Background: an optimization exercise with open tools, aiming at a short achievable clock period and few clock cycles. Do not read the settings as production practice. In this exercise RTL edits were held to simulation tests only and were not proved equivalent to the original. Power is estimated from default activity; no workload was simulated.

$ cat design/flow/flow/run.sh
#!/bin/bash
set -euo pipefail
bash standard.sh SETUP_SLACK_MARGIN=7 GPL_TIMING_DRIVEN=1 MATCH_CELL_FOOTPRINT=0 \
  'BUFFER_PORTS_ARGS=-buffer_cell sky130_fd_sc_hd__buf_4' finish > make_finish.log 2>&1
$ cat design/flow/standard.sh
#!/bin/bash
# synth_recipe.tcl (not shown) runs the flow's synth.tcl, then flattens the netlist and writes it again
# the make line also repeats each setting of config.mk as NAME=value (left out here)
make -C /OpenROAD-flow-scripts/flow DESIGN_CONFIG=/design/flow/config.mk WORK_HOME=/design/flow/orfs CLKGATE_MAP_FILE= SYNTH_SCRIPT=/design/flow/synth_recipe.tcl "${@:-finish}"
$ cat design/flow/config.mk
export PLATFORM = sky130hd
export DESIGN_NAME = riscv_pipeline
export DESIGN_NICKNAME = riscv_pipeline
export VERILOG_FILES = /design/flow/design.v
export SDC_FILE = /design/flow/constraint.sdc
export NUM_CORES = 4
export LEC_CHECK = 0
export CAP_MARGIN = 20
export CORE_MARGIN = 2
export CORE_UTILIZATION = 40
export SLEW_MARGIN = 20
$ cat design/flow/constraint.sdc
create_clock -name core_clock -period 10.0 [get_ports {clk}]
set_input_delay 2.0000 -clock core_clock [delete_from_list [all_inputs] [get_ports {clk}]]
set_output_delay 2.0000 -clock core_clock [all_outputs]
set_load 0.01 [all_outputs]
$ cat design/flow/design.v
module flopenrc 
#(parameter WIDTH = 8) (
	input logic clk,
  input logic rst_n,
  input logic en,
  input logic clear,
	input logic [WIDTH-1:0] d,
	output logic [WIDTH-1:0] q
);
always @(posedge clk) begin
  if(~rst_n) begin
    q <= 0;
  end else if(clear) begin
    q <= 0;
  end else if(en) begin
    q <= d;
  end
end
endmodule
module ram32x32 (
  input logic clk,
  input logic rst_n,
  input logic i_we,
  input logic [ 4:0] i_waddr,
  input logic [31:0] i_wdata,
  input logic [ 4:0] i_raddr1,
  input logic [ 4:0] i_raddr2,
  output logic [31:0] o_rdata1,
  output logic [31:0] o_rdata2
);
logic [31:0] data_ram_cell [0:31];
always_ff @(posedge clk) begin
  if (~rst_n) begin
    for (int i = 0; i < 32; i++) data_ram_cell[i] <= 32'b0;
  end else if (i_we) begin
    data_ram_cell[i_waddr] <= i_wdata;
  end
end
assign o_rdata1 = data_ram_cell[i_raddr1];
assign o_rdata2 = data_ram_cell[i_raddr2];
endmodule
module riscv_reg(
  input logic clk,
  input logic rst_n,
  input logic i_re1,
  input logic [4:0]  i_raddr1,
  input logic i_re2,
  input logic [4:0]  i_raddr2,
  input logic i_we,
  input logic [4:0] i_waddr,
  input logic [31:0] i_wdata,
  output logic [31:0] o_rdata1,
  output logic [31:0] o_rdata2
);
logic override1;
logic override2;
logic [31:0] or_rdata1;
logic [31:0] or_rdata2;
assign o_rdata1 = override1 ? 32'b0 : or_rdata1;
assign o_rdata2 = override2 ? 32'b0 : or_rdata2;
assign override1 = ~i_re1 || i_raddr1 == 5'b00000;
assign override2 = ~i_re2 || i_raddr2 == 5'b00000;
ram32x32 regfile(
  .clk(clk),
  .rst_n(rst_n),
  .i_we(i_we),
  .i_waddr(i_waddr),
  .i_wdata(i_wdata),
  .i_raddr1(i_raddr1),
  .i_raddr2(i_raddr2),
  .o_rdata1(or_rdata1),
  .o_rdata2(or_rdata2)
);
endmodule
module riscv_if(
  input logic clk,
  input logic rst_n,
  input logic i_ex_jmp,
  input logic i_id_jmp,
  input logic i_stall,
  input logic [31:0] i_boot_addr,
  input logic [31:0] i_ex_target,
  input logic [31:0] i_id_target, 
  output logic [31:0] o_pc,
  output logic [31:0] o_instr,
  output logic [31:0] o_imem_addr,
  input  logic [31:0] i_imem_data
);
logic [31:0] npc;
assign o_imem_addr = npc;
always_comb begin
  if (i_ex_jmp) begin
    npc = i_ex_target;
  end else if (i_id_jmp) begin
    npc = i_id_target;
  end else if (~i_stall) begin
    npc = o_pc;
  end else begin
    npc = o_pc + 4;
  end
end
always_ff @(posedge clk) begin
  if (~rst_n) begin
    o_instr <= 32'b0;
  end else if (~i_stall) begin
    o_instr <= o_instr;
  end else begin
    o_instr <= i_imem_data;
  end 
end
always_ff @(posedge clk) begin
  if (~rst_n) begin
    o_pc <= {i_boot_addr[31:2], 2'b00} - 4;
  end else begin
    o_pc <= npc;
  end
end
endmodule
module riscv_id(
  input logic [31:0] i_instr,
  output logic [6:0] o_opcode,
  output logic [6:0] o_funct7,
  output logic [2:0] o_funct3,
  output logic [31:0] o_imm_num,
  output logic o_src1_reg_en,
  output logic o_src2_reg_en,
  output logic [4:0] o_src1_reg_addr, 
  output logic [4:0] o_src2_reg_addr,
  output logic o_jal,
  output logic o_alures2reg,
  output logic o_memory2reg,
  output logic o_mem_write,
  output logic [4:0] o_dst_reg_addr
);
parameter OP_LUI    = 7'b0110111;
parameter OP_AUIPC  = 7'b0010111;
parameter OP_JAL    = 7'b1101111;
parameter OP_JALR   = 7'b1100111;
parameter OP_BRANCH = 7'b1100011;
parameter OP_LOAD   = 7'b0000011;
parameter OP_STORE  = 7'b0100011;
parameter OP_ALI    = 7'b0010011;  
parameter OP_ALR    = 7'b0110011;  
assign {o_funct7, o_src2_reg_addr, o_src1_reg_addr, o_funct3, o_dst_reg_addr, o_opcode} = i_instr;
localparam UKNOWN_TYPE = 3'd0, R_TYPE = 3'd1, I_TYPE = 3'd2, S_TYPE = 3'd3, B_TYPE = 3'd4, U_TYPE = 3'd5, J_TYPE = 3'd6;
logic [2:0] instr_type;
assign o_jal = (o_opcode == OP_JAL);
assign o_memory2reg = (o_opcode == OP_LOAD);
assign o_mem_write = (o_opcode == OP_STORE);
assign o_alures2reg = (o_opcode == OP_LUI || o_opcode == OP_AUIPC ||
                       o_opcode == OP_JAL || o_opcode == OP_JALR ||
                       o_opcode == OP_ALI || o_opcode == OP_ALR );
always_comb begin
  case(o_opcode)
    OP_LUI : instr_type = U_TYPE;
    OP_AUIPC : instr_type = U_TYPE;
    OP_JAL : instr_type = J_TYPE;
    OP_JALR : instr_type = I_TYPE;
    OP_BRANCH : instr_type = B_TYPE;
    OP_LOAD : instr_type = I_TYPE;
    OP_STORE : instr_type = S_TYPE;
    OP_ALI : instr_type = I_TYPE;
    OP_ALR : instr_type = R_TYPE;
    default : instr_type = UKNOWN_TYPE;
  endcase
end
always_comb begin
  case(instr_type)
    I_TYPE : o_imm_num = {{20{i_instr[31]}}, i_instr[31:20]};
    S_TYPE : o_imm_num = {{20{i_instr[31]}}, i_instr[31:25], i_instr[11:7]};
    B_TYPE : o_imm_num = {{20{i_instr[31]}}, i_instr[7], i_instr[30:25], i_instr[11:8], 1'b0};
    U_TYPE : o_imm_num = {i_instr[31:12], 12'h0};
    J_TYPE : o_imm_num = {{12{i_instr[31]}}, i_instr[19:12], i_instr[20], i_instr[30:21], 1'b0};
    default: o_imm_num = 0;
  endcase
end
always_comb begin
  case(instr_type)
    R_TYPE : {o_src2_reg_en, o_src1_reg_en} = 2'b11;
    I_TYPE : {o_src2_reg_en, o_src1_reg_en} = 2'b01;
    S_TYPE : {o_src2_reg_en, o_src1_reg_en} = 2'b11;
    B_TYPE : {o_src2_reg_en, o_src1_reg_en} = 2'b11;
    default: {o_src2_reg_en, o_src1_reg_en} = 2'b00;
  endcase
end
endmodule
module riscv_alu(
  input logic [6:0] i_opcode,
  input logic [6:0] i_funct7,
  input logic [2:0] i_funct3,
  input logic [31:0] i_num1,
  input logic [31:0] i_num2,
  input logic [31:0] i_imm_num,
  input logic [31:0] i_pc,
  output logic o_if_branch,
  output logic [31:0] o_num,
  output logic [31:0] o_pc
);
parameter OP_JALR   = 7'b1100111;
parameter OP_BRANCH = 7'b1100011;
parameter OP_BEQ    = 3'b000;
parameter OP_BNE    = 3'b001;
parameter OP_BLT    = 3'b100;
parameter OP_BGE    = 3'b101;
parameter OP_BLTU   = 3'b110;
parameter OP_BGEU   = 3'b111;
logic [ 4:0] shamt, shamt_rs;
logic [31:0] num1_plus_imm;
logic [31:0] pc_plus_imm;
logic signed [31:0] i_num1s, i_num2s, i_imm_nums;
assign shamt         = i_imm_num[4:0];
assign shamt_rs      = i_num2[4:0];
assign num1_plus_imm = i_num1 + i_imm_num;
assign pc_plus_imm   = i_pc + i_imm_num;
assign i_num1s       = i_num1;
assign i_num2s       = i_num2;
assign i_imm_nums    = i_imm_num;
always_comb begin : PC_handle
  case(i_opcode)
    OP_JALR: begin
      o_if_branch = 1'b1;
      o_pc        = {num1_plus_imm[31:1], 1'b0};
    end   
    OP_BRANCH: begin
      case(i_funct3)
        OP_BEQ:  o_if_branch = (i_num1  == i_num2 );
        OP_BNE:  o_if_branch = (i_num1  != i_num2 );
        OP_BLT:  o_if_branch = (i_num1s <  i_num2s);
        OP_BGE:  o_if_branch = (i_num1s >= i_num2s);
        OP_BLTU: o_if_branch = (i_num1  <  i_num2 );
        OP_BGEU: o_if_branch = (i_num1  >= i_num2 );
        default: o_if_branch = 1'b0;  
      endcase
      o_pc        = pc_plus_imm;
    end
    default: begin
      o_if_branch = 1'b0;  
      o_pc        = 32'b0;
    end
  endcase
end
always_comb begin : ONUM_handle
  casex({i_funct7,i_funct3,i_opcode})
    17'bxxxxxxx_xxx_0110111: o_num = i_imm_num;      
    17'bxxxxxxx_xxx_0010111: o_num = pc_plus_imm;    
    17'bxxxxxxx_xxx_110x111: o_num = i_pc + 4;       
    17'bxxxxxxx_000_0010011: o_num = num1_plus_imm;  
    17'bxxxxxxx_010_0010011: o_num = (i_num1s < i_imm_nums) ? 1 : 0;  
    17'bxxxxxxx_011_0010011: o_num = (i_num1 < i_imm_num) ? 1 : 0;  
    17'bxxxxxxx_100_0010011: o_num = i_num1 ^ i_imm_num;  
    17'bxxxxxxx_110_0010011: o_num = i_num1 | i_imm_num;  
    17'bxxxxxxx_111_0010011: o_num = i_num1 & i_imm_num;  
    17'b0000000_001_0010011: o_num = i_num1 << shamt;  
    17'b0000000_101_0010011: o_num = i_num1 >> shamt;  
    17'b0100000_101_0010011: o_num = i_num1s >>> shamt;  
    17'b0000000_000_0110011: o_num = i_num1 + i_num2;  
    17'b0100000_000_0110011: o_num = i_num1 - i_num2;  
    17'b0000000_001_0110011: o_num = i_num1 << shamt_rs;  
    17'b0000000_010_0110011: o_num = (i_num1s < i_num2s) ? 1 : 0;  
    17'b0000000_011_0110011: o_num = (i_num1 < i_num2) ? 1 : 0;  
    17'b0000000_100_0110011: o_num = i_num1 ^ i_num2;  
    17'b0000000_101_0110011: o_num = i_num1 >> shamt_rs;  
    17'b0100000_101_0110011: o_num = i_num1s >>> shamt_rs;  
    17'b0000000_110_0110011: o_num = i_num1 | i_num2;  
    17'b0000000_111_0110011: o_num = i_num1 & i_num2;  
    default:                 o_num = 0;  
  endcase
end
endmodule
module riscv_mem(
  input logic i_re,
  input logic i_we,
  input logic [2:0] i_funct3,
  input logic [31:0] i_addr,
  input logic [31:0] i_wdata,
  output logic [31:0] o_rdata,
  output logic [31:0] o_dmem_rd_addr,
  input  logic [31:0] i_dmem_rd_data,
  output logic o_dmem_wr_req,
  output logic [3:0] o_dmem_wr_be,
  output logic [31:0] o_dmem_wr_addr,
  output logic [31:0] o_dmem_wr_data
);
logic [31:0] addr_bus;
logic [1:0] addr_lsb;
logic [31:0] rdata;
logic [3:0] byte_enable;
logic [31:0] wdata;
assign addr_bus = {i_addr[31:2], 2'b00};
assign addr_lsb = i_addr[1:0];
assign o_dmem_rd_addr = i_re ? addr_bus : 32'b0;
assign rdata = i_dmem_rd_data;
assign o_dmem_wr_req = i_we;
assign o_dmem_wr_be = i_we ? byte_enable : 4'h0;
assign o_dmem_wr_addr = i_we ? addr_bus : 32'b0;
assign o_dmem_wr_data = i_we ? wdata : 32'b0;
always_comb begin
  casex(i_funct3)
    3'bx00: begin
      if (addr_lsb == 2'b00) begin 
        byte_enable = 4'b0001;
      end else if (addr_lsb == 2'b01) begin
        byte_enable = 4'b0010;
      end else if (addr_lsb == 2'b10) begin
        byte_enable = 4'b0100;
      end else begin
        byte_enable = 4'b1000;
      end
    end
    3'bx01: begin
      if (addr_lsb == 2'b00) begin 
        byte_enable = 4'b0011;
      end else if (addr_lsb == 2'b10) begin
        byte_enable = 4'b1100;
      end else begin
        byte_enable = 4'b0000;
      end
    end
    3'b010: begin
      if (addr_lsb == 2'b00) begin 
        byte_enable = 4'b1111;
      end else begin
        byte_enable = 4'b0000;
      end   
    end
    default: begin
      byte_enable = 4'b0000;
    end
  endcase
end
always_comb begin
  casex(i_funct3)
    3'bx00: begin
      if (addr_lsb == 2'b00) begin 
        wdata = {24'b0, i_wdata[7:0]};
      end else if (addr_lsb == 2'b01) begin
        wdata = {16'b0, i_wdata[7:0], 8'b0};
      end else if (addr_lsb == 2'b10) begin
        wdata = {8'b0, i_wdata[7:0], 16'b0};
      end else begin
        wdata = {i_wdata[7:0], 24'b0};
      end
    end
    3'bx01: begin
      if (addr_lsb == 2'b00) begin 
        wdata = {16'b0, i_wdata[15:0]};
      end else if (addr_lsb == 2'b10) begin
        wdata = {i_wdata[15:0], 16'b0};
      end else begin
        wdata = 32'b0;
      end
    end
    3'b010: begin
      if (addr_lsb == 2'b00) begin 
        wdata = i_wdata;
      end else begin
        wdata = 32'b0;
      end   
    end
    default: begin
      wdata = 32'b0;
    end
  endcase
end
always_comb begin
  if(i_re) begin
    case(i_funct3)
      3'b000: if (addr_lsb==2'b00) o_rdata = {{24{rdata[7]}}, rdata[7:0]};
              else if(addr_lsb==2'b01) o_rdata = {{24{rdata[15]}}, rdata[15:8]};
              else if(addr_lsb==2'b10) o_rdata = {{24{rdata[23]}}, rdata[23:16]};
              else o_rdata = {{24{rdata[31]}}, rdata[31:24]};
      3'b100: if (addr_lsb==2'b00) o_rdata = {24'b0, rdata[7:0]};
              else if(addr_lsb==2'b01) o_rdata = {24'b0, rdata[15: 8]};
              else if(addr_lsb==2'b10) o_rdata = {24'b0, rdata[23:16]};
              else o_rdata = {24'b0, rdata[31:24]};
      3'b001: if (addr_lsb==2'b00) o_rdata = {{16{rdata[15]}}, rdata[15:0]};
              else if(addr_lsb==2'b10) o_rdata = {{16{rdata[31]}}, rdata[31:16]};
              else o_rdata = 0;
      3'b101: if (addr_lsb==2'b00) o_rdata = {16'b0, rdata[15:0]};
              else if(addr_lsb==2'b10) o_rdata = {16'b0, rdata[31:16]};
              else o_rdata = 0;
      3'b010: if(addr_lsb==2'b00) o_rdata = rdata;
              else o_rdata = 0;
      default: o_rdata = 0;
    endcase
  end else begin
    o_rdata = 0;
  end
end
endmodule
module riscv_hazard(
  input logic clk,
  input logic rst_n,
  input logic i_src1_reg_en,
  input logic i_src2_reg_en,
  input logic [4:0] i_src1_reg_addr,
  input logic [4:0] i_src2_reg_addr,
  input logic i_dst_reg_enE,
  input logic i_dst_reg_enM,
  input logic i_dst_reg_enB,
  input logic [4:0] i_dst_reg_addrE,
  input logic [4:0] i_dst_reg_addrM,
  input logic [4:0] i_dst_reg_addrB,
  input logic i_jalD,  
  input logic i_ex_branchE,
  input logic i_bus_stallM,
  output logic o_stallFD,o_flushFD,
  output logic o_stallDE,o_flushDE,
  output logic o_stallEM,o_flushEM,
  output logic o_stallMB,o_flushMB,
  output logic o_stallF
);
logic [3:0] pipeline_stall;
logic [3:0] pipeline_flush;
logic stall_bus, stall_conflict;
assign {o_flushFD,o_flushDE,o_flushEM,o_flushMB} = pipeline_flush;
assign {o_stallFD,o_stallDE,o_stallEM,o_stallMB} = pipeline_stall;
assign o_stallF = stall_bus & stall_conflict;
always_comb begin
  if (~rst_n) begin
    pipeline_flush = 4'b0000;
    stall_conflict = 1'b1;
  end else if (i_ex_branchE) begin
    pipeline_flush = 4'b1100;
    stall_conflict = 1'b1;
  end else if (i_src1_reg_en && i_src1_reg_addr != 5'b00000) begin
    if (i_dst_reg_enE && i_dst_reg_addrE == i_src1_reg_addr) begin
      pipeline_flush = 4'b0100;
      stall_conflict = 1'b0;
    end else if (i_dst_reg_enM && i_dst_reg_addrM == i_src1_reg_addr) begin
      pipeline_flush = 4'b0100;
      stall_conflict = 1'b0;
    end else if (i_dst_reg_enB && i_dst_reg_addrB == i_src1_reg_addr) begin
      pipeline_flush = 4'b0100;
      stall_conflict = 1'b0;
    end else if (i_src2_reg_en && i_src2_reg_addr != 5'b00000) begin
      if (i_dst_reg_enE && i_dst_reg_addrE == i_src2_reg_addr) begin
        pipeline_flush = 4'b0100;
        stall_conflict = 1'b0;
      end else if (i_dst_reg_enM && i_dst_reg_addrM == i_src2_reg_addr) begin
        pipeline_flush = 4'b0100;
        stall_conflict = 1'b0;
      end else if (i_dst_reg_enB && i_dst_reg_addrB == i_src2_reg_addr) begin
        pipeline_flush = 4'b0100;
        stall_conflict = 1'b0;
      end else begin
        pipeline_flush = 4'b0000;
        stall_conflict = 1'b1;
      end
    end else begin
      pipeline_flush = 4'b0000;
      stall_conflict = 1'b1;
    end
  end else if (i_src2_reg_en && i_src2_reg_addr != 5'b00000) begin
    if (i_dst_reg_enE && i_dst_reg_addrE == i_src2_reg_addr) begin
      pipeline_flush = 4'b0100;
      stall_conflict = 1'b0;
    end else if (i_dst_reg_enM && i_dst_reg_addrM == i_src2_reg_addr) begin
      pipeline_flush = 4'b0100;
      stall_conflict = 1'b0;
    end else if (i_dst_reg_enB && i_dst_reg_addrB == i_src2_reg_addr) begin
      pipeline_flush = 4'b0100;
      stall_conflict = 1'b0;
    end else begin
      pipeline_flush = 4'b0000;
      stall_conflict = 1'b1;
    end
  end else if (i_jalD) begin
    pipeline_flush = 4'b1000;
    stall_conflict = 1'b1;
  end else begin
    pipeline_flush = 4'b0000;
    stall_conflict = 1'b1;
  end
end
always_comb begin
  stall_bus = 1;
  if (~rst_n) begin
    pipeline_stall = 4'b1111;
    stall_bus = 1;
  end else if (i_bus_stallM) begin
    pipeline_stall = 4'b0001;
    stall_bus = 0;
  end else if (i_src1_reg_en && i_src1_reg_addr != 5'b00000) begin
    if (i_dst_reg_enE && i_dst_reg_addrE == i_src1_reg_addr) begin
      pipeline_stall = 4'b0111;
    end else if (i_dst_reg_enM && i_dst_reg_addrM == i_src1_reg_addr) begin
      pipeline_stall = 4'b0111;
    end else if (i_dst_reg_enB && i_dst_reg_addrB == i_src1_reg_addr) begin
      pipeline_stall = 4'b0111;
    end else if (i_src2_reg_en && i_src2_reg_addr != 5'b00000) begin
      if (i_dst_reg_enE && i_dst_reg_addrE == i_src2_reg_addr) begin
        pipeline_stall = 4'b0111;
      end else if (i_dst_reg_enM && i_dst_reg_addrM == i_src2_reg_addr) begin
        pipeline_stall = 4'b0111;
      end else if (i_dst_reg_enB && i_dst_reg_addrB == i_src2_reg_addr) begin
        pipeline_stall = 4'b0111;
      end else begin
        pipeline_stall = 4'b1111;
      end
    end else begin
      pipeline_stall = 4'b1111;
    end
  end else if (i_src2_reg_en && i_src2_reg_addr != 5'b00000) begin
    if (i_dst_reg_enE && i_dst_reg_addrE == i_src2_reg_addr) begin
      pipeline_stall = 4'b0111;
    end else if (i_dst_reg_enM && i_dst_reg_addrM == i_src2_reg_addr) begin
      pipeline_stall = 4'b0111;
    end else if (i_dst_reg_enB && i_dst_reg_addrB == i_src2_reg_addr) begin
      pipeline_stall = 4'b0111;
    end else begin
      pipeline_stall = 4'b1111;
    end
  end else begin
    pipeline_stall = 4'b1111;
    stall_bus = 1;
  end
end
endmodule
module riscv_pipeline(
  input logic clk,
  input logic rst_n,
  input logic [31:0] i_boot_addr,
  output logic [31:0] imem_rd_addr,
  input  logic [31:0] imem_rd_data,
  output logic [31:0] dmem_rd_addr,
  input  logic [31:0] dmem_rd_data,
  output logic        dmem_wr_req,
  output logic [3:0]  dmem_wr_be,
  output logic [31:0] dmem_wr_addr,
  output logic [31:0] dmem_wr_data
);
logic [31:2] pcF;         
logic [31:2] pcHn;        
wire  [31:2] pcH = ~pcHn;
logic        vD;
logic [31:0] instD;
logic [31:2] pcD;
logic        ptD;         
logic [31:2] ptgtD;       
logic [31:0] aE, bE, sdE;
logic        sdFwdE;       
logic [31:0] linkE;
logic [31:2] btgtE;
logic [31:2] pcE;
logic [31:2] ptgtE;
logic        ptE, jalE;
logic [4:0]  rdE;
logic [2:0]  f3E;
logic        wenE, loadE, storeE, brE, jalrE, predE;
logic        subE, arithE, cmpuE;
logic        selSumE, selLtE, selXorE, selOrE, selAndE, selSllE, selSrE, selLinkE;
logic [31:0] resM, sdM;
logic [3:0]  beM;
logic [4:0]  rdM;
logic [2:0]  f3M;
logic        wenM, loadM, wreqM;
logic [31:0] resW;
logic [4:0]  rdW;
logic        wenW;
logic [31:0] rf [1:31];
logic [31:1] rfv;
assign imem_rd_addr = {pcF, 2'b00};
localparam NB = 8;
logic [NB-1:0] bV, bPt, bUn;
logic [31:2]   bPc [NB];
logic [31:2]   bTg [NB];
logic [1:0]    bCt [NB];
logic [2:0]    bPtr;
logic [NB-1:0] hitF;
logic [31:2]   btbTgtF;
always_comb begin
  btbTgtF = '0;
  for (int i = 0; i < NB; i++) begin
    hitF[i] = bPt[i] & (bPc[i] == pcH);
    btbTgtF = btbTgtF | ({30{hitF[i]}} & bTg[i]);
  end
end
wire btbTakeF = |hitF;
logic        uV, uTaken, uUn, uJalr;
logic [31:2] uPc, uTgt;
logic [NB-1:0] um;
always_comb for (int i = 0; i < NB; i++) um[i] = bV[i] & (bPc[i] == uPc);
wire uHit = |um;
wire [31:2] uTgtX = uJalr ? jtgtM : uTgt;
always_ff @(posedge clk) begin
  if (~rst_n) begin
    bV <= '0; bPt <= '0; bPtr <= '0;
  end else if (uV) begin
    if (uHit) begin
      for (int i = 0; i < NB; i++) if (um[i]) begin
        logic [1:0] c;
        c = uTaken ? ((bCt[i] == 2'b11) ? 2'b11 : bCt[i] + 2'd1)
                   : ((bCt[i] == 2'b00) ? 2'b00 : bCt[i] - 2'd1);
        bCt[i] <= c;
        bTg[i] <= uTgtX;
        bUn[i] <= uUn;
        bPt[i] <= uUn | c[1];
      end
    end else if (uTaken) begin
      bV[bPtr]  <= 1'b1;
      bPt[bPtr] <= 1'b1;
      bPc[bPtr] <= uPc;
      bTg[bPtr] <= uTgtX;
      bCt[bPtr] <= 2'b10;
      bUn[bPtr] <= uUn;
      bPtr <= bPtr + 3'd1;
    end
  end
end
wire [4:0] opD  = instD[6:2];
wire [2:0] f3D  = instD[14:12];
wire [4:0] rdD  = instD[11:7];
wire [4:0] rs1D = instD[19:15];
wire [4:0] rs2D = instD[24:20];
logic isLuiD, isAuipcD, isJalD, isJalrD, isBrD, isLoadD, isStoreD, isAluiD, isAlurD;
logic use1D, use2D, wrD;
logic [31:0] immD;
wire isAluD = isAluiD | isAlurD;
wire [31:0] iF = imem_rd_data;
wire [4:0] opF = iF[6:2];
wire fLui   = opF == 5'b01101;
wire fAuipc = opF == 5'b00101;
wire fJal   = opF == 5'b11011;
wire fJalr  = opF == 5'b11001;
wire fBr    = opF == 5'b11000;
wire fLoad  = opF == 5'b00000;
wire fStore = opF == 5'b01000;
wire fAlui  = opF == 5'b00100;
wire fAlur  = opF == 5'b01100;
logic [31:0] immF;
always_comb begin
  if (fStore)            immF = {{20{iF[31]}}, iF[31:25], iF[11:7]};
  else if (fBr)          immF = {{20{iF[31]}}, iF[7], iF[30:25], iF[11:8], 1'b0};
  else if (fLui|fAuipc)  immF = {iF[31:12], 12'h0};
  else if (fJal)         immF = {{12{iF[31]}}, iF[19:12], iF[20], iF[30:21], 1'b0};
  else                   immF = {{20{iF[31]}}, iF[31:20]};
end
wire [31:0] pcD32 = {pcD, 2'b00};
wire [31:0] tgtD  = pcD32 + immD;
wire [31:0] link4D = pcD32 + 32'd4;
logic [31:0] resE;        
logic [31:0] mresM;       
wire [31:0] rf1 = (rs1D != 5'd0 && rfv[rs1D]) ? rf[rs1D] : 32'd0;
wire [31:0] rf2 = (rs2D != 5'd0 && rfv[rs2D]) ? rf[rs2D] : 32'd0;
wire e1 = wenE & (rdE == rs1D);
wire m1 = wenM & (rdM == rs1D);
wire w1 = wenW & (rdW == rs1D);
wire e2 = wenE & (rdE == rs2D);
wire m2 = wenM & (rdM == rs2D);
wire w2 = wenW & (rdW == rs2D);
wire [31:0] rs1n = m1 ? mresM : w1 ? resW : rf1;
wire [31:0] rs2n = m2 ? mresM : w2 ? resW : rf2;
wire [31:0] aEarly = isLuiD ? 32'd0 : (isAuipcD ? pcD32 : rs1n);
wire        aFromE = e1 & ~isLuiD & ~isAuipcD;
wire        bReg   = use2D & ~isStoreD;
wire [31:0] bEarly = bReg ? rs2n : immD;
wire        bFromE = e2 & bReg;
logic misE, jmisE;
logic misM, jmisM;
logic killQ;
logic [31:2] altE, altM, jtgtM;
wire redirM = misM | jmisM;
wire killE  = redirM;
wire vDk     = vD & ~redirM & ~killQ;
wire stallD  = vDk & loadE & ((use1D & (rdE == rs1D)) | (use2D & ~isStoreD & (rdE == rs2D)));
wire predD   = ~ptD & (isJalD | (isBrD & instD[31]));    
wire redirD  = vDk & predD & ~stallD;
wire goD     = vDk & ~stallD;               
wire keepF   = ~redirM;
wire selHold = keepF & stallD;
wire selRedD = keepF & ~stallD & redirD;
wire seqOk   = keepF & ~stallD & ~redirD;
wire selBtb  = seqOk & btbTakeF;
wire selSeq  = seqOk & ~btbTakeF;
wire [31:2] pcInc = pcH + 30'd1;
wire [31:2] newF  = ({30{misM}}    & altM)
                  | ({30{jmisM}}   & jtgtM)
                  | ({30{selHold}} & pcH)
                  | ({30{selRedD}} & tgtD[31:2])
                  | ({30{selBtb}}  & btbTgtF)
                  | ({30{selSeq}}  & pcInc);
always_ff @(posedge clk) begin
  if (~rst_n) begin
    pcF   <= i_boot_addr[31:2];
    pcHn  <= ~i_boot_addr[31:2];
    vD    <= 1'b0;
    killQ <= 1'b0;
  end else begin
    pcF <= newF;
    pcHn <= ~newF;
    if (~stallD) vD <= ~redirD;
    killQ <= redirM;
  end
end
always_ff @(posedge clk) begin
  if (~stallD) begin
    instD <= imem_rd_data;
    isLuiD <= fLui; isAuipcD <= fAuipc; isJalD <= fJal; isJalrD <= fJalr; isBrD <= fBr;
    isLoadD <= fLoad; isStoreD <= fStore; isAluiD <= fAlui; isAlurD <= fAlur;
    use1D <= fJalr | fBr | fLoad | fStore | fAlui | fAlur;
    use2D <= fBr | fStore | fAlur;
    wrD   <= (fLui | fAuipc | fJal | fJalr | fLoad | fAlui | fAlur) & (iF[11:7] != 5'd0);
    immD  <= immF;
    pcD   <= pcH;
    ptD   <= btbTakeF;
    ptgtD <= btbTgtF;
  end
end
always_ff @(posedge clk) begin
  if (~rst_n) begin
    wenE <= 1'b0; loadE <= 1'b0; storeE <= 1'b0; brE <= 1'b0; jalrE <= 1'b0; jalE <= 1'b0;
  end else begin
    jalE   <= goD & isJalD;
    wenE   <= goD & wrD;
    loadE  <= goD & isLoadD;
    storeE <= goD & isStoreD;
    brE    <= goD & isBrD;
    jalrE  <= goD & isJalrD;
  end
end
always_ff @(posedge clk) begin
  aE    <= (aFromE & selSumE) ? sumE : (aFromE ? resOE : aEarly);
  bE    <= (bFromE & selSumE) ? sumE : (bFromE ? resOE : bEarly);
  sdE   <= rs2n;
  sdFwdE <= e2;
  linkE <= link4D;
  altE  <= (ptD | instD[31]) ? link4D[31:2] : tgtD[31:2];    
  btgtE <= tgtD[31:2];
  rdE   <= rdD;
  f3E   <= f3D;
  predE <= ptD | instD[31];
  ptE   <= ptD;
  ptgtE <= ptgtD;
  pcE   <= pcD;
  subE  <= isAlurD & (f3D == 3'b000) & instD[30];
  arithE <= instD[30];
  cmpuE <= isBrD ? f3D[1] : f3D[0];
  selSumE  <= isLuiD | isAuipcD | isLoadD | isStoreD | (isAluD & f3D == 3'b000);
  selLtE   <= isAluD & (f3D == 3'b010 || f3D == 3'b011);
  selXorE  <= isAluD & f3D == 3'b100;
  selOrE   <= isAluD & f3D == 3'b110;
  selAndE  <= isAluD & f3D == 3'b111;
  selSllE  <= isAluD & f3D == 3'b001;
  selSrE   <= isAluD & f3D == 3'b101;
  selLinkE <= isJalD | isJalrD;
end
wire [31:0] sumE = aE + (bE ^ {32{subE}}) + {31'd0, subE};
wire ltuE = aE < bE;
wire ltE  = (aE[31] ^ bE[31]) ? (cmpuE ? bE[31] : aE[31]) : ltuE;
wire eqE  = aE == bE;
wire [31:0] sllE = aE << bE[4:0];
wire signed [31:0] aEs = aE;
wire [31:0] sraE = aEs >>> bE[4:0];
wire [31:0] srE  = arithE ? sraE : (aE >> bE[4:0]);
logic [31:0] resOE;      
assign resOE = ({32{selLtE}}   & {31'd0, ltE})
            | ({32{selXorE}}  & (aE ^ bE))
            | ({32{selOrE}}   & (aE | bE))
            | ({32{selAndE}}  & (aE & bE))
            | ({32{selSllE}}  & sllE)
            | ({32{selSrE}}   & srE)
            | ({32{selLinkE}} & linkE);
assign resE = ({32{selSumE}} & sumE) | resOE;
wire condE  = f3E[2] ? ltE : eqE;
wire takenE = condE ^ f3E[0];
logic jeqE;
always_comb begin
  logic c;
  jeqE = 1'b1;
  c = (aE[1] & bE[1]) | ((aE[1] ^ bE[1]) & aE[0] & bE[0]);
  for (int i = 2; i < 32; i++) begin
    if ((aE[i] ^ bE[i] ^ c) != ptgtE[i]) jeqE = 1'b0;
    c = (aE[i] & bE[i]) | ((aE[i] ^ bE[i]) & ~ptgtE[i]);
  end
end
assign misE   = brE & ~killE & (takenE ^ predE);
assign jmisE  = jalrE & ~killE & ~(ptE & jeqE);
logic [3:0]  beE;
logic [31:0] sdalE;
wire  [31:0] sdv = sdFwdE ? mresM : sdE;
always_comb begin
  case (f3E[1:0])
    2'b00:   begin beE = 4'b0001 << sumE[1:0];         sdalE = {4{sdv[7:0]}};  end
    2'b01:   begin beE = sumE[1] ? 4'b1100 : 4'b0011;  sdalE = {2{sdv[15:0]}}; end
    default: begin beE = 4'b1111;                      sdalE = sdv;            end
  endcase
end
always_ff @(posedge clk) begin
  if (~rst_n) begin
    wenM <= 1'b0; loadM <= 1'b0; wreqM <= 1'b0; uV <= 1'b0; misM <= 1'b0; jmisM <= 1'b0;
  end else begin
    uV    <= (brE | jalrE | jalE) & ~killE;
    wenM  <= wenE & ~killE;
    loadM <= loadE & ~killE;
    wreqM <= storeE & ~killE;
    misM  <= misE;
    jmisM <= jmisE;
  end
end
always_ff @(posedge clk) begin
  resM <= resE;
  altM  <= altE;
  jtgtM <= sumE[31:2];
  uPc    <= pcE;
  uTgt   <= btgtE;
  uJalr  <= jalrE;
  uTaken <= ~brE | takenE;
  uUn    <= ~brE;
  sdM  <= sdalE;
  beM  <= beE;
  rdM  <= rdE;
  f3M  <= f3E;
end
assign dmem_rd_addr = resM;
assign dmem_wr_req  = wreqM;
assign dmem_wr_be   = beM;
assign dmem_wr_addr = resM;
assign dmem_wr_data = sdM;
logic [31:0] ldM;
always_comb begin
  logic [7:0]  b;
  logic [15:0] h;
  case (resM[1:0])
    2'b00: b = dmem_rd_data[7:0];
    2'b01: b = dmem_rd_data[15:8];
    2'b10: b = dmem_rd_data[23:16];
    default: b = dmem_rd_data[31:24];
  endcase
  h = resM[1] ? dmem_rd_data[31:16] : dmem_rd_data[15:0];
  case (f3M[1:0])
    2'b00:   ldM = {{24{b[7] & ~f3M[2]}}, b};
    2'b01:   ldM = {{16{h[15] & ~f3M[2]}}, h};
    default: ldM = dmem_rd_data;
  endcase
end
assign mresM = loadM ? ldM : resM;
always_ff @(posedge clk) begin
  if (~rst_n) wenW <= 1'b0;
  else        wenW <= wenM;
end
always_ff @(posedge clk) begin
  resW <= mresM;
  rdW  <= rdM;
end
always_ff @(posedge clk) begin
  if (~rst_n) rfv <= '0;
  else if (wenW) rfv[rdW] <= 1'b1;
end
always_ff @(posedge clk) begin
  if (wenW) rf[rdW] <= resW;
end
endmodule
==> summary.md, run 1 <==
| Metric | Value |
|---|---|
| Hold Crit Class | reg -> reg |
| Post-Synth Simple-Gate Area | 0.0702 |
| Number of synthesized flops with an enable pin | 1,596 |
| Syn avg cell area | 13.6 um^2 |
| Vias per cell | 6.35 |
| Slowest stage delay, CP | 0.51 ns |
| Run status | finished clean |
| Clock tree from TritonCTS | yes |
| Clock latency on the worst-skew pair | 0.99 ns |
| DP HPWL | 265 mm |
| First-pass GRT wire length | 600 mm |
| RSZ-0062 raised after global routing | yes |
| Mux cell area share after synthesis | 0.160 |
| Actual slew at the worst max-slew pin | 1.22 ns |
| Unique cell type count in the Yosys netlist | 91 |
| Synth Instances | 7,916 |
| Die area | 273,000 um^2 |
| CTS H-tree lvls | 4 |
| Synth-to-layout area growth | 28.5% |
| Num ports | 231 |
| Via count of the first global-routing pass | 76,700 |
| Clk sink count | 2,251 |
| DIE WIDTH | 522 um |
| Highest Clock Rate | 280 MHz |
| Nets | 9,171 |
| Compound-cell area share of the yosys netlist | 0.0944 |
| Rows | 190 |
| Final ANT Viol Nets | 0 |
| Syn Std Cell Area | 107,000 um^2 |
| Pins over their slew limit | 0 |
| Post-route setup TNS | 0 ns |
| Most common cell after layout, fill and taps aside | edfxtp_1 |
| WP data arrival | 4.39 ns |
| Flops & latches, synth | 2,251 |
| Leakage Power | 49.8 nW |
| CTS buffer count | 235 |
| Pin count of the biggest net entering global routing | 66 |
| Commonest non-fill, non-tap cells in the layout | edfxtp_1 (1,596), buf_4 (690), mux4_2 (582), dfxtp_1 (462), nand2_1 (404) |
| Final wirelength | 447 mm |
| GRT Overall Usage | 0.313 |
| DR WL/cell | 35.3 um |
| Tcrit/Tclk final | 0.357 |
| Initial Util | 0.401 |
| Residual DRC | 0 |
| Worst Skew | 0.116 ns |
| R2r worst-path depth | 15 |
| DIE HEIGHT | 522 um |
| Slew Limit Headroom | 0.179 |
| Clk root buf | clkbuf_16 |
| Synth Area in XOR/XNOR | 0.0562 |
| Ys Warns | 1 |
| Core Region | 268,000 um^2 |
| Synth Area in Adders | 0.0209 |
| Worst-path clk slew | 0.07 ns |
| Hold violation total from the final report | 0 |
| GP Congestion | 1.00 |
| Crit Path Max Fanout | 5 |
| Initial antenna violation count | 30 |
| Final setup viols | 0 |
| Post-synth ARST share | 0 |
| 1st-iter DRT viols | 11,900 |
| CP Launch Type | input port |
| Hold path depth | 0 |
| VDD IR-drop max | 0.169 mV |
| Vias | 80,600 |
| Clk buf depth | 4 |
| Worst hold margin | 0.297 ns |
| Sequential share of the synthesized area | 0.568 |
| CP dominant cell by count | o211ai_1 |
| GRT overflow | 0 |
| Crit path cell chain | buf_6 -> mux4_2 -> a21oi_4 -> buf_4 -> nand2_1 -> o211ai_1 -> o21ai_2 -> a22oi_1 -> o211ai_1 -> a22oi_2 -> nor2_1 |
| Critical Path Slowest Stage Cell | mux4_2 |
| Total of max-cap violations | 0 |
| Post-route minimum period | 3.57 ns |
| PwrDens | 168 nW/um^2 |
| Setup crit end kind | flop |
| Critical Path RT | 10.82 ns |
| Largest family of logic cells by synthesized area | multiplexers |
| WS Path Type | in -> reg |
| Layout cell share with drive strength beyond 1 | 0.366 |
| Ys flop type | edfxtp_1 |
| DR pass1 iterations | 9 |
| Port bufs | 224 |
## cells in the mapped netlist (all sizes together), types with 24 or more instances
library cell	instances	area (um^2)
mux2i	282	2820
nand4	172	1080
nand3	91	460
xnor2	302	2650
ha	176	2200
dfxtp	655	13100
a211oi	94	706
mux4	582	13100
o211ai	62	465
edfxtp	1596	47900
and3	37	231
o31ai	28	210
a22oi	97	728
a221oi	49	429
o221ai	39	342
a222oi	25	250
clkbuf	323	1210
o21ai	217	1090
a21o	76	571
and2	47	294
or2	27	169
o22ai	39	244
inv	251	942
a31oi	42	263
nor4	69	480
a21oi	351	1760
buf	208	1100
nor2	467	1750
nand2	437	1640
a221o	51	510
mux2	109	1230
or3	24	150
nand2b	27	169
nor3	90	455
o21a	38	285
xor2	387	3400
## through the flow
| stage | area [um^2] | util | setup WS [ns] | power [W] | instances |
|---|---|---|---|---|---|
| finish | 138000 | 0.516 | 6.43 | 0.0233 | 12700 |
| CTS | 133000 | 0.499 | 6.42 | 0.0229 | 12400 |
| floorplan | 108000 | - | 6.14 | 0.0124 | 7917 |
| global route | 138000 | 0.516 | 6.43 | 0.0238 | 12700 |
| detailed placement | 114000 | 0.426 | 4.54 | 0.0136 | 11400 |
| global placement | 114000 | 0.426 | 4.59 | 0.0136 | 11400 |
## final timing paths
path / to / start / slack [ns]
worst max register to register: bE[20] / instD[20] / 6.46
worst max-delay path: aE[9] / dmem_rd_data[15] / 6.43
worst min-delay path: uPc[6] / pcE[6] / 0.30
worst min register to register: uPc[6] / pcE[6] / 0.30
## area by class of cell
type / count / area (um^2)
Clock inverter: 128 / 1190
Inverter: 257 / 1050
Sequential cell: 2251 / 61500
Multi-Input combinational cell: 4896 / 49200
Antenna cell: 39 / 97.6
Clock buffer: 309 / 6460
Timing Repair inverter: 1 / 7.51
Fill cell: 22000 / 130000
Tap cell: 3552 / 4440
Timing Repair Buffer: 1253 / 14100
## flip-flops by register name (all words and copies together), names as in the netlist, 31 cells and up, named ones only
register	cells
rf	992
sdM	32
resW	32
bTg	240
immD	32
aE	32
bPc	240
rfv	31
sdE	32
bE	32
resM	32
## metal layers
| layer | vias to the layer above | GRT usage | wire (um) |
|---|---|---|---|
| met4 | 18 | 0.207 | 36600 |
| met3 | 1401 | 0.0718 | 49900 |
| li1 | 32600 | - | - |
| met1 | 41100 | 0.400 | 163000 |
| met2 | 5435 | 0.477 | 198000 |
| met5 | - | 0 | 128 |
## repair_timing
action | 4_1_cts | 5_1_grt
resized for setup | 1462 | 433
setup buffers | 503 | 237
gates cloned | 58 | 19
hold buffers | 0 | 0
endpoints found under the setup margin | 1135 | 860
pin swaps | 275 | 269
## power by group
part | switching, W | internal, W | total (W)
clock | 0.00386 | 0.00490 | 0.00876
sequential | 0.000386 | 0.0105 | 0.0109
combinational | 0.00211 | 0.00154 | 0.00365
total | 0.00636 | 0.0169 | 0.0233
## worst max-delay path, delay by kind of cell
| family | cells | cell delay, ns |
|---|---|---|
| AOI/OAI and AO/OA | 6 | 1.51 |
| buffers and inverters | 2 | 0.26 |
| muxes | 1 | 0.51 |
| and+or+nand+nor | 2 | 0.10 |
## logic make-up (layout without fill, tap and decap cells)
logic type	after synthesis	in the layout
flip-flops	2251	2251
AND/OR/NAND/NOR	1573	1591
AO/OA/AOI/OAI	1463	1463
multiplexers	973	973
buffers and inverters	788	1948
XOR/XNOR	689	689
adder cells (fa/ha/maj)	178	178
other	1	41
Testbench counts, summed over its fixed seeds: cycles 25,510.
==> run 2, diff against run 1 <==
--- a/design/flow/design.v
+++ b/design/flow/design.v
@@ -546,3 +546,3 @@
 logic [31:2] ptgtE;
-logic        ptE, jalE;
+logic        ptE, jalE, ncE;    
 logic [4:0]  rdE;
@@ -565,3 +565,4 @@
 logic [NB-1:0] bV, bPt, bUn;
-logic [31:2]   bPc [NB];
+localparam TB = 11;              
+logic [TB:2]   bPc [NB];
 logic [31:2]   bTg [NB];
@@ -574,3 +575,3 @@
   for (int i = 0; i < NB; i++) begin
-    hitF[i] = bPt[i] & (bPc[i] == pcH);
+    hitF[i] = bPt[i] & (bPc[i] == pcH[TB:2]);
     btbTgtF = btbTgtF | ({30{hitF[i]}} & bTg[i]);
@@ -582,3 +583,3 @@
 logic [NB-1:0] um;
-always_comb for (int i = 0; i < NB; i++) um[i] = bV[i] & (bPc[i] == uPc);
+always_comb for (int i = 0; i < NB; i++) um[i] = bV[i] & (bPc[i] == uPc[TB:2]);
 wire uHit = |um;
@@ -602,3 +603,3 @@
       bPt[bPtr] <= 1'b1;
-      bPc[bPtr] <= uPc;
+      bPc[bPtr] <= uPc[TB:2];
       bTg[bPtr] <= uTgtX;
@@ -661,3 +662,3 @@
 logic killQ;
-logic [31:2] altE, altM, jtgtM;
+logic [31:2] altM, jtgtM;
 wire redirM = misM | jmisM;
@@ -711,5 +712,6 @@
   if (~rst_n) begin
-    wenE <= 1'b0; loadE <= 1'b0; storeE <= 1'b0; brE <= 1'b0; jalrE <= 1'b0; jalE <= 1'b0;
+    wenE <= 1'b0; loadE <= 1'b0; storeE <= 1'b0; brE <= 1'b0; jalrE <= 1'b0; jalE <= 1'b0; ncE <= 1'b0;
   end else begin
     jalE   <= goD & isJalD;
+    ncE    <= goD & ~isJalD & ~isJalrD & ~isBrD;
     wenE   <= goD & wrD;
@@ -727,3 +729,2 @@
   linkE <= link4D;
-  altE  <= (ptD | instD[31]) ? link4D[31:2] : tgtD[31:2];    
   btgtE <= tgtD[31:2];
@@ -776,3 +777,6 @@
 end
-assign misE   = brE & ~killE & (takenE ^ predE);
+wire tgtOkE = ptgtE == btgtE;
+assign misE   = ~killE & ((brE & ((takenE ^ predE) | (takenE & ptE & ~tgtOkE)))
+                        | (jalE & ptE & ~tgtOkE)
+                        | (ncE & ptE));
 assign jmisE  = jalrE & ~killE & ~(ptE & jeqE);
@@ -802,3 +806,3 @@
   resM <= resE;
-  altM  <= altE;
+  altM  <= (jalE | (brE & takenE)) ? btgtE : linkE[31:2];    
   jtgtM <= sumE[31:2];
==> run 2 against run 1 <==
Clock power down 8.4%. Fmax up 0.16%. Final cell count is 12% lower. Clock skew shrank 0.013 ns. Combinational power is 16% lower. Die area down 9.7%. Area after synthesis shrank 9.8%. Core utilization fell by 1.2 points. Critical path type unchanged. Largest power group unchanged. Highest routed layer unchanged.
==> summary.md, run 2 <==
| Metric | Value |
|---|---|
| CP dominant cell by count | buf_6 |
| Top post-synthesis cells by area | edfxtp_1 (44%), mux4_2 (14%), dfxtp_1 (12%) |
| Placed inst area | 103,000 um^2 |
| Port bufs | 224 |
| Crit Path Max Fanout | 3 |
| 1st-iter DRT viols | 10,600 |
| Residual DRC | 0 |
| CP startpoint | dmem_rd_data[29] |
| Clk buf depth | 3 |
| Final ANT Viol Nets | 0 |
| CTS H-tree lvls | 4 |
| Cell count after placement | 10,200 |
| Cts-stage hold buffer count | 0 |
| Post-synth ARST share | 0 |
| Via count of the first global-routing pass | 68,100 |
| Critical Path Slowest Stage Cell | a222oi_1 |
| DR pass1 iterations | 8 |
| Num ports | 231 |
| RSZ-0062 raised after global routing | yes |
| DIE WIDTH | 496 um |
| VDD IR-drop max | 0.191 mV |
| Run status | finished clean |
| Area leader, netlist | edfxtp_1 |
| Most frequent cells after synthesis | edfxtp_1 (1,436), mux4_2 (607), dfxtp_1 (586) |
| WP data arrival | 4.28 ns |
| PwrDens | 173 nW/um^2 |
| Synth-to-layout area growth | 25.1% |
| Flops & latches, synth | 2,022 |
| Final setup viols | 0 |
| Die area | 246,000 um^2 |
| Core Region | 241,000 um^2 |
| R2r worst-path depth | 15 |
| Slowest stage delay, CP | 0.82 ns |
| Rows | 180 |
| Commonest non-fill, non-tap cells in the layout | edfxtp_1 (1,436), mux4_2 (607), buf_4 (564), dfxtp_1 (401), nand2_1 (370) |
| Area share of the largest cell type after synthesis | 0.445 |
| Initial Util | 0.403 |
| Total Power | 0.0209 W |
| GRT Overall Usage | 0.305 |
| Fin cells | 11,100 |
| Worst Skew | 0.103 ns |
| Slew Limit Headroom | 0.226 |
| Syn avg cell area | 13.7 um^2 |
| Clk root buf | clkbuf_16 |
| Leakage Power | 43.2 nW |
| Ys Warns | 1 |
| Crit Reg-Reg Endpoint | altM[25] |
| Pins over their slew limit | 0 |
| Area of the multi-input gates | 44,100 um^2 |
| Initial antenna violation count | 30 |
| Unique cell type count in the Yosys netlist | 99 |
| Tcrit/Tclk final | 0.356 |
| Clock latency on the worst-skew pair | 0.90 ns |
| DIE HEIGHT | 496 um |
| # fillers | 20,100 |
| Reg2reg setup slack | 6.61 ns |
| Hold Crit Class | reg -> reg |
| Nets | 8,032 |
| DR WL/cell | 34.9 um |
| Hold path depth | 0 |
| Top reg by flops | rf |
| Vias per cell | 6.38 |
| Actual slew at the worst max-slew pin | 1.16 ns |
| Number of synthesized flops with an enable pin | 1,436 |
| Max FFs per register | 992 |
| Sequential share of the synthesized area | 0.566 |
| Register area | 55,300 um^2 |
| Critical Path RT | 10.72 ns |
| CTS buffer count | 211 |
| Final wirelength | 389 mm |
| Cell area after layout | 121,000 um^2 |
| Pin count of the biggest net entering global routing | 102 |
| Highest Clock Rate | 281 MHz |
| Crit path cell chain | buf_6 -> mux2_2 -> a222oi_1 -> a21oi_2 -> buf_6 -> a22oi_2 -> o21ai_4 -> a221o_1 |
| Worst hold margin | 0.314 ns |
| Synth Instances | 7,052 |
| Count leader, synth | edfxtp_1 |
| GP Congestion | 1.05 |
| Biggest regs | rf (992), bTg (240), bPc (80) |
| Hold violation total from the final report | 0 |
| Total of max-cap violations | 0 |
| Min-delay src | pcE[7] |
| Post-route minimum period | 3.56 ns |
| DP HPWL | 240 mm |
| Post-route setup TNS | 0 ns |
| WS Path Type | in -> reg |
| Setup crit end kind | flop |
| CP Launch Type | input port |
| Ys flop type | edfxtp_1 |
| Hold Path Sink | uPc[7] |
| Vias | 71,100 |
| Worst-path clk slew | 0.06 ns |
| Most common cell after layout, fill and taps aside | edfxtp_1 |
| Worst R2R Start | bE[2] |
| Syn Std Cell Area | 96,900 um^2 |
| GRT overflow | 0 |
| Layout cell share with drive strength beyond 1 | 0.362 |
| First-pass GRT wire length | 528 mm |
| Clock tree from TritonCTS | yes |
| Clk sink count | 2,022 |
-- run 2: cell count changes in the layout (fill, tap and decap cells not counted), moves of 34 or more --
cell,before,now
buf_4,690,564
buf_12,167,59
mux2i_1,239,195
clkbuf_16,294,247
nand4_1,172,86
xnor2_1,273,213
inv_1,222,185
a22oi_1,87,157
edfxtp_1,1596,1436
dfxtp_1,462,401
nand2_1,404,370
xor2_1,358,161
nor2b_1,17,58
nor2_1,384,347
-- run 2: worst max-delay path, delay by kind of cell --
kind	cells	cell delay, ns
AOI/OAI and AO/OA	5	1.73
buffers and inverters	2	0.29
muxes	1	0.26
-- run 2: kinds of logic (layout without fill, tap and decap cells) --
logic type | count (synthesis) | in the layout | synth area share
AOI/OAI and AO/OA | 1401 | 1402 | 0.0964
xor gates and xnor gates | 407 | 407 | 0.0370
adders and majority gates | 179 | 179 | 0.0233
buffers and inverters | 702 | 1576 | 0.0318
DFF | 2022 | 2022 | 0.566
muxes | 952 | 952 | 0.178
other | 1 | 17 | 0.0000387
and+or+nand+nor | 1388 | 1399 | 0.0675
-- run 2: cell type report --
type / count / area share
inverters: 224 / 0.00754
repair inverters: 1 / 0.0000619
repair buffers: 954 / 0.0811
multi-input cells: 4341 / 0.364
clock buffers: 264 / 0.0472
well taps: 3185 / 0.0329
diodes: 15 / 0.000310
clock inverters: 133 / 0.0110
flip-flops and latches: 2022 / 0.456
-- run 2: repair_timing --
item	CTS	global route
hold endpoints to repair	0	0
gates resized for setup	1152	374
buffers inserted	370	148
pin swaps	216	220
setup endpoints to repair	1146	565
gates cloned	35	11
-- run 2: metrics by stage --
step | util | setup slack, ns
floorplan | - | 6.19
global placement | 0.426 | 5.17
finish | 0.504 | 6.44
global route | 0.503 | 6.46
CTS | 0.490 | 6.46
detailed placement | 0.426 | 5.14
-- run 2: power breakdown --
part / switching (W) / internal [W] / total (W)
registers: 0.000432 / 0.00942 / 0.00985
logic: 0.00178 / 0.00130 / 0.00308
clock network: 0.00351 / 0.00452 / 0.00802
total: 0.00572 / 0.0152 / 0.0209
-- run 2: worst max path at each step --
stage,endpoint,slack (ns),cells past startpoint
5_1_grt,aE[17],6.46,11
2_1_floorplan,aE[17],6.19,9
4_1_cts,dmem_rd_addr[0],6.46,2
6_report,bE[5],6.44,8
3_5_place_dp,aE[9],5.14,9
3_3_place_gp,aE[9],5.17,9
-- run 2: per-layer routing --
metal	routed length (um)	global-route usage	vias to the layer above	part of all wire
met4	28600	0.179	8	0.073
met1	141000	0.383	36400	0.36
met3	41400	0.0756	1204	0.11
met2	177000	0.478	4561	0.46
li1	-	-	28900	-
met5	61	0	-	0.00016
Testbench counts of run 2, summed over its fixed seeds: cycles 25,510.
==> run 3, diff against run 2 <==
--- a/design/flow/design.v
+++ b/design/flow/design.v
@@ -644,2 +644,3 @@
 logic [31:0] mresM;       
+logic [31:0] ldM;         
 wire [31:0] rf1 = (rs1D != 5'd0 && rfv[rs1D]) ? rf[rs1D] : 32'd0;
@@ -652,9 +653,18 @@
 wire w2 = wenW & (rdW == rs2D);
-wire [31:0] rs1n = m1 ? mresM : w1 ? resW : rf1;
-wire [31:0] rs2n = m2 ? mresM : w2 ? resW : rf2;
-wire [31:0] aEarly = isLuiD ? 32'd0 : (isAuipcD ? pcD32 : rs1n);
+wire [31:0] rs1q = (m1 & ~loadM) ? resM : w1 ? resW : rf1;
+wire [31:0] rs2q = (m2 & ~loadM) ? resM : w2 ? resW : rf2;
 wire        aFromE = e1 & ~isLuiD & ~isAuipcD;
-wire        bReg   = use2D & ~isStoreD;
-wire [31:0] bEarly = bReg ? rs2n : immD;
-wire        bFromE = e2 & bReg;
+wire        aSelSum = aFromE & selSumE;
+wire        aSelOth = aFromE & ~selSumE;
+wire        aSelLd  = ~e1 & m1 & loadM & ~isLuiD & ~isAuipcD;
+wire        aSelQ   = ~aFromE & ~aSelLd;
+wire [31:0] aQ      = isLuiD ? 32'd0 : (isAuipcD ? pcD32 : rs1q);
+wire        bReg    = use2D & ~isStoreD;
+wire        bFromE  = e2 & bReg;
+wire        bSelSum = bFromE & selSumE;
+wire        bSelOth = bFromE & ~selSumE;
+wire        bSelLd  = bReg & ~e2 & m2 & loadM;
+wire        bSelQ   = ~bFromE & ~bSelLd;
+wire [31:0] bQ      = bReg ? rs2q : immD;
+wire        sdSelLd = m2 & loadM;
 logic misE, jmisE;
@@ -724,5 +734,5 @@
 always_ff @(posedge clk) begin
-  aE    <= (aFromE & selSumE) ? sumE : (aFromE ? resOE : aEarly);
-  bE    <= (bFromE & selSumE) ? sumE : (bFromE ? resOE : bEarly);
-  sdE   <= rs2n;
+  aE    <= ({32{aSelSum}} & sumE) | ({32{aSelOth}} & resOE) | ({32{aSelLd}} & ldM) | ({32{aSelQ}} & aQ);
+  bE    <= ({32{bSelSum}} & sumE) | ({32{bSelOth}} & resOE) | ({32{bSelLd}} & ldM) | ({32{bSelQ}} & bQ);
+  sdE   <= sdSelLd ? ldM : rs2q;
   sdFwdE <= e2;
@@ -823,19 +833,27 @@
 assign dmem_wr_data = sdM;
-logic [31:0] ldM;
-always_comb begin
-  logic [7:0]  b;
-  logic [15:0] h;
-  case (resM[1:0])
-    2'b00: b = dmem_rd_data[7:0];
-    2'b01: b = dmem_rd_data[15:8];
-    2'b10: b = dmem_rd_data[23:16];
-    default: b = dmem_rd_data[31:24];
-  endcase
-  h = resM[1] ? dmem_rd_data[31:16] : dmem_rd_data[15:0];
-  case (f3M[1:0])
-    2'b00:   ldM = {{24{b[7] & ~f3M[2]}}, b};
-    2'b01:   ldM = {{16{h[15] & ~f3M[2]}}, h};
-    default: ldM = dmem_rd_data;
-  endcase
-end
+logic [3:0]  lbSelM;             
+logic        hi1M, hi3M;         
+logic        ldWM;               
+logic [3:0]  sxBM;               
+logic        sxH1M, sxH3M;       
+wire  [1:0]  aoE = sumE[1:0];
+always_ff @(posedge clk) begin
+  lbSelM[0] <= (f3E[1:0] == 2'b00 & aoE == 2'd0) | (f3E[1:0] == 2'b01 & ~aoE[1]) | f3E[1];
+  lbSelM[1] <= (f3E[1:0] == 2'b00 & aoE == 2'd1);
+  lbSelM[2] <= (f3E[1:0] == 2'b00 & aoE == 2'd2) | (f3E[1:0] == 2'b01 & aoE[1]);
+  lbSelM[3] <= (f3E[1:0] == 2'b00 & aoE == 2'd3);
+  hi1M      <= (f3E[1:0] == 2'b01 & ~aoE[1]) | f3E[1];
+  hi3M      <= (f3E[1:0] == 2'b01 & aoE[1]);
+  ldWM      <= f3E[1];
+  for (int k = 0; k < 4; k++) sxBM[k] <= (f3E == 3'b000) & (aoE == 2'(k));
+  sxH1M     <= (f3E == 3'b001) & ~aoE[1];
+  sxH3M     <= (f3E == 3'b001) & aoE[1];
+end
+wire [7:0] ln0 = dmem_rd_data[7:0],   ln1 = dmem_rd_data[15:8];
+wire [7:0] ln2 = dmem_rd_data[23:16], ln3 = dmem_rd_data[31:24];
+wire extB = (sxBM[0] & ln0[7]) | (sxBM[1] & ln1[7]) | (sxBM[2] & ln2[7]) | (sxBM[3] & ln3[7]);
+wire extH = (sxH1M & ln1[7]) | (sxH3M & ln3[7]);
+assign ldM[7:0]   = ({8{lbSelM[0]}} & ln0) | ({8{lbSelM[1]}} & ln1) | ({8{lbSelM[2]}} & ln2) | ({8{lbSelM[3]}} & ln3);
+assign ldM[15:8]  = ({8{hi1M}} & ln1) | ({8{hi3M}} & ln3) | {8{extB}};
+assign ldM[31:16] = ldWM ? {ln3, ln2} : {16{extB | extH}};
 assign mresM = loadM ? ldM : resM;
==> run 3 against run 2 <==
Still clean on timing, DRC and antenna. Global-route usage decreased by 0.44 points. Worst hold slack got worse by 0.0050 ns. Sequential share of layout area decreased by 1.0 points. Critical path type is now reg -> out. Largest cell class unchanged.
==> summary.md, run 3 <==
| Metric | Value |
|---|---|
| Run status | finished clean |
| Tcrit/Tclk final | 0.357 |
| DIE HEIGHT | 498 um |
| Post-route setup TNS | 0 ns |
| Worst-path clk slew | 0.06 ns |
| Biggest regs | rf (992), bTg (240), bPc (80) |
| Leakage Power | 44.2 nW |
| Core Region | 243,000 um^2 |
| Syn Std Cell Area | 97,700 um^2 |
| Power share of the combinational group | 0.153 |
| Ys Warns | 1 |
| Buf+Inv Stages, Crit Path | 1 |
| Clk sink count | 2,032 |
| Most common cell after layout, fill and taps aside | edfxtp_1 |
| Final ANT Viol Nets | 0 |
| Post-synth ARST share | 0 |
| Number of synthesized flops with an enable pin | 1,436 |
| First-pass GRT wire length | 529 mm |
| Highest Clock Rate | 280 MHz |
| CTS buffer count | 207 |
| DR WL/cell | 34.1 um |
| Pin count of the biggest net entering global routing | 74 |
| CTS H-tree lvls | 4 |
| Via count of the first global-routing pass | 68,800 |
| Crit path max-delay family | flip-flops |
| Clock power share | 0.383 |
| Worst Skew | 0.0593 ns |
| Hold Crit Class | reg -> reg |
| Critical Path Slowest Stage Cell | dfxtp_4 |
| WP data arrival | 1.57 ns |
| WS Path Type | reg -> out |
| Actual slew at the worst max-slew pin | 1.16 ns |
| Nets | 8,171 |
| Commonest non-fill, non-tap cells in the layout | edfxtp_1 (1,436), mux4_2 (644), buf_4 (613), nor2_1 (399), dfxtp_1 (385) |
| Slowest stage delay, CP | 0.51 ns |
| Num ports | 231 |
| Most frequent cells after synthesis | edfxtp_1 (1,436), mux4_2 (644), dfxtp_1 (596) |
| CP Launch Type | flop |
| Slew Limit Headroom | 0.218 |
| GP Congestion | 1.08 |
| Synth-to-layout area growth | 27.6% |
| Count leader, synth | edfxtp_1 |
| RSZ-0062 raised after global routing | yes |
| Sequential share of power | 0.463 |
| Clk root buf | clkbuf_16 |
| Top post-synthesis cells by area | edfxtp_1 (44%), mux4_2 (15%), dfxtp_1 (12%) |
| Rows | 181 |
| Hold violation total from the final report | 0 |
| Initial Util | 0.402 |
| DIE WIDTH | 498 um |
| Final core occ | 0.513 |
| Psw | 0.00585 W |
| Setup crit end kind | output pin |
| 1st-iter DRT viols | 9,798 |
| Cts-stage hold buffer count | 0 |
| Final setup viols | 0 |
| Area leader, netlist | edfxtp_1 |
| GRT overflow | 0 |
| Area share of the largest cell type after synthesis | 0.441 |
| Layout cell share with drive strength beyond 1 | 0.389 |
| Final wirelength | 385 mm |
| Post-route minimum period | 3.57 ns |
| DR pass1 iterations | 6 |
| Sequential share of the synthesized area | 0.563 |
| Crit Path Max Fanout | 3 |
| Die area | 248,000 um^2 |
| Max FFs per register | 992 |
| Crit path cell chain | buf_6 |
| Unique cell type count in the Yosys netlist | 105 |
| DP HPWL | 233 mm |
| GRT Overall Usage | 0.300 |
| Pins over their slew limit | 0 |
| Vias per cell | 6.33 |
| Net Sw Frac | 0.273 |
| Ys flop type | edfxtp_1 |
| Residual DRC | 0 |
| Critical Path RT | 8.00 ns |
| Flops & latches, synth | 2,032 |
| Internal power | 0.0156 W |
| Total of max-cap violations | 0 |
| PwrDens | 172 nW/um^2 |
| Initial antenna violation count | 50 |
| Top reg by flops | rf |
| Syn avg cell area | 13.7 um^2 |
| Clk buf depth | 3 |
| Port bufs | 224 |
| Clock latency on the worst-skew pair | 0.89 ns |
| VDD IR-drop max | 0.167 mV |
| Vias | 71,600 |
| Synth Instances | 7,120 |
| Clock tree from TritonCTS | yes |
-- run 3: area by class of cell --
class | instances | area, um^2
clock inverters | 123 | 1510
diodes | 22 | 55.1
inverters | 217 | 921
repair buffers | 1034 | 10900
well taps | 3202 | 4010
clock buffers | 271 | 5680
multi-input cells | 4400 | 45900
fillers | 20100 | 118000
flip-flops and latches | 2032 | 55600
repair inverters | 3 | 21.3
-- run 3: cells by family (layout without fill, tap and decap cells) --
logic type               after synthesis  count (layout)  synth area share
other                                  1              24         0.0000384
AND/OR/NAND/NOR                     1449            1460            0.0698
XOR/XNOR                             405             405            0.0363
buffers and inverters                702            1648            0.0308
multiplexers                         944             944             0.180
adder cells (fa/ha/maj)              186             186            0.0238
flip-flops                          2032            2032             0.563
AO/OA/AOI/OAI                       1401            1403            0.0955
-- run 3: worst register-to-register path: stages, from the launching register on --
cell	delay, ns
dfxtp_4	0.41
buf_12	0.13
buf_12	0.32
mux4_2	0.56
mux4_2	0.51
mux2i_2	0.49
nor2_1	0.16
a211oi_4	0.56
o211ai_1	0.20
-- run 3: routing by layer --
| metal | routed length [um] | vias to the layer above | global-route usage | share of wire |
|---|---|---|---|---|
| met3 | 39900 | 1014 | 0.0681 | 0.10 |
| met4 | 28500 | 10 | 0.189 | 0.074 |
| met2 | 176000 | 4453 | 0.464 | 0.46 |
| met5 | 73 | - | 0 | 0.00019 |
| li1 | - | 29400 | - | - |
| met1 | 141000 | 36700 | 0.383 | 0.37 |
-- run 3: final timing paths --
kind	endpoint	startpoint	slack, ns	cells past startpoint
max	dmem_wr_addr[7]	resM[7]	6.43	1
min	uPc[9]	pcE[9]	0.31	0
max reg2reg	aE[23]	flop	6.53	8
min reg2reg	uPc[9]	pcE[9]	0.31	0
-- run 3: power groups by stage --
stage                     Sequential [W]  Combinational [W]  Clock (W)
final                            0.00994            0.00329    0.00822
after floorplan                  0.00985            0.00150          0
after CTS                        0.00992            0.00291    0.00827
after global placement            0.0102            0.00219          0
after global routing             0.00995            0.00340    0.00860
after detailed placement          0.0102            0.00222          0
-- run 3: through the flow --
step,worst slack [ns],hold WS [ns],cells,instance area [um^2],total power (W)
floorplan,6.38,0.310,7121,98500,0.0113
global placement,4.90,0.311,10200,103000,0.0123
detailed placement,4.80,0.312,10200,103000,0.0124
CTS,6.49,0.318,11100,120000,0.0211
global route,6.41,0.328,11300,125000,0.0220
finish,6.43,0.309,11300,125000,0.0214
-- run 3: repair_timing --
item | in CTS | in global routing
pin swaps | 236 | 272
gates resized for setup | 1322 | 491
buffers inserted | 412 | 217
setup endpoints to repair | 983 | 727
cloned | 51 | 8
Testbench counts of run 3, summed over its fixed seeds: cycles 25,510.

[port drivers added, routing unchanged]
The flow's constraints put no driver on any port. The routed layouts listed below were extracted and timed again, unchanged, in two steps. Step 1 assumes that a clkbuf_16 drives the clock port and a buf_2 every other input. Step 2 adds t to the input delays and takes it off the output delays; t is the mean of the earliest and latest rising clock arrival at the registers after step 1. Input paths then give back, and output paths get back, about the clock's delay inside the block. a / b / c = ideal / step 1 / step 2; a / b = the first two.
| run | t, ns | setup WS [ns] | worst setup path after step 2 | worst register clock-pin slew, ns | cell pins on the clock port's net |
|---|---|---|---|---|---|
| run 1 | 1.016 | 6.432 / 6.362 / 5.454 | input to register | 0.07 / 0.07 | 1 |
| run 2 | 0.962 | 6.438 / 6.369 / 5.550 | input to register | 0.07 / 0.07 | 1 |
| run 3 | 0.961 | 6.431 / 6.333 / 5.889 | input to register | 0.07 / 0.07 | 1 |
After both steps every run listed still meets setup and hold. The setup slack of run 1, which loses most, moves by -0.070 ns with the drivers and by -0.978 ns with both steps.
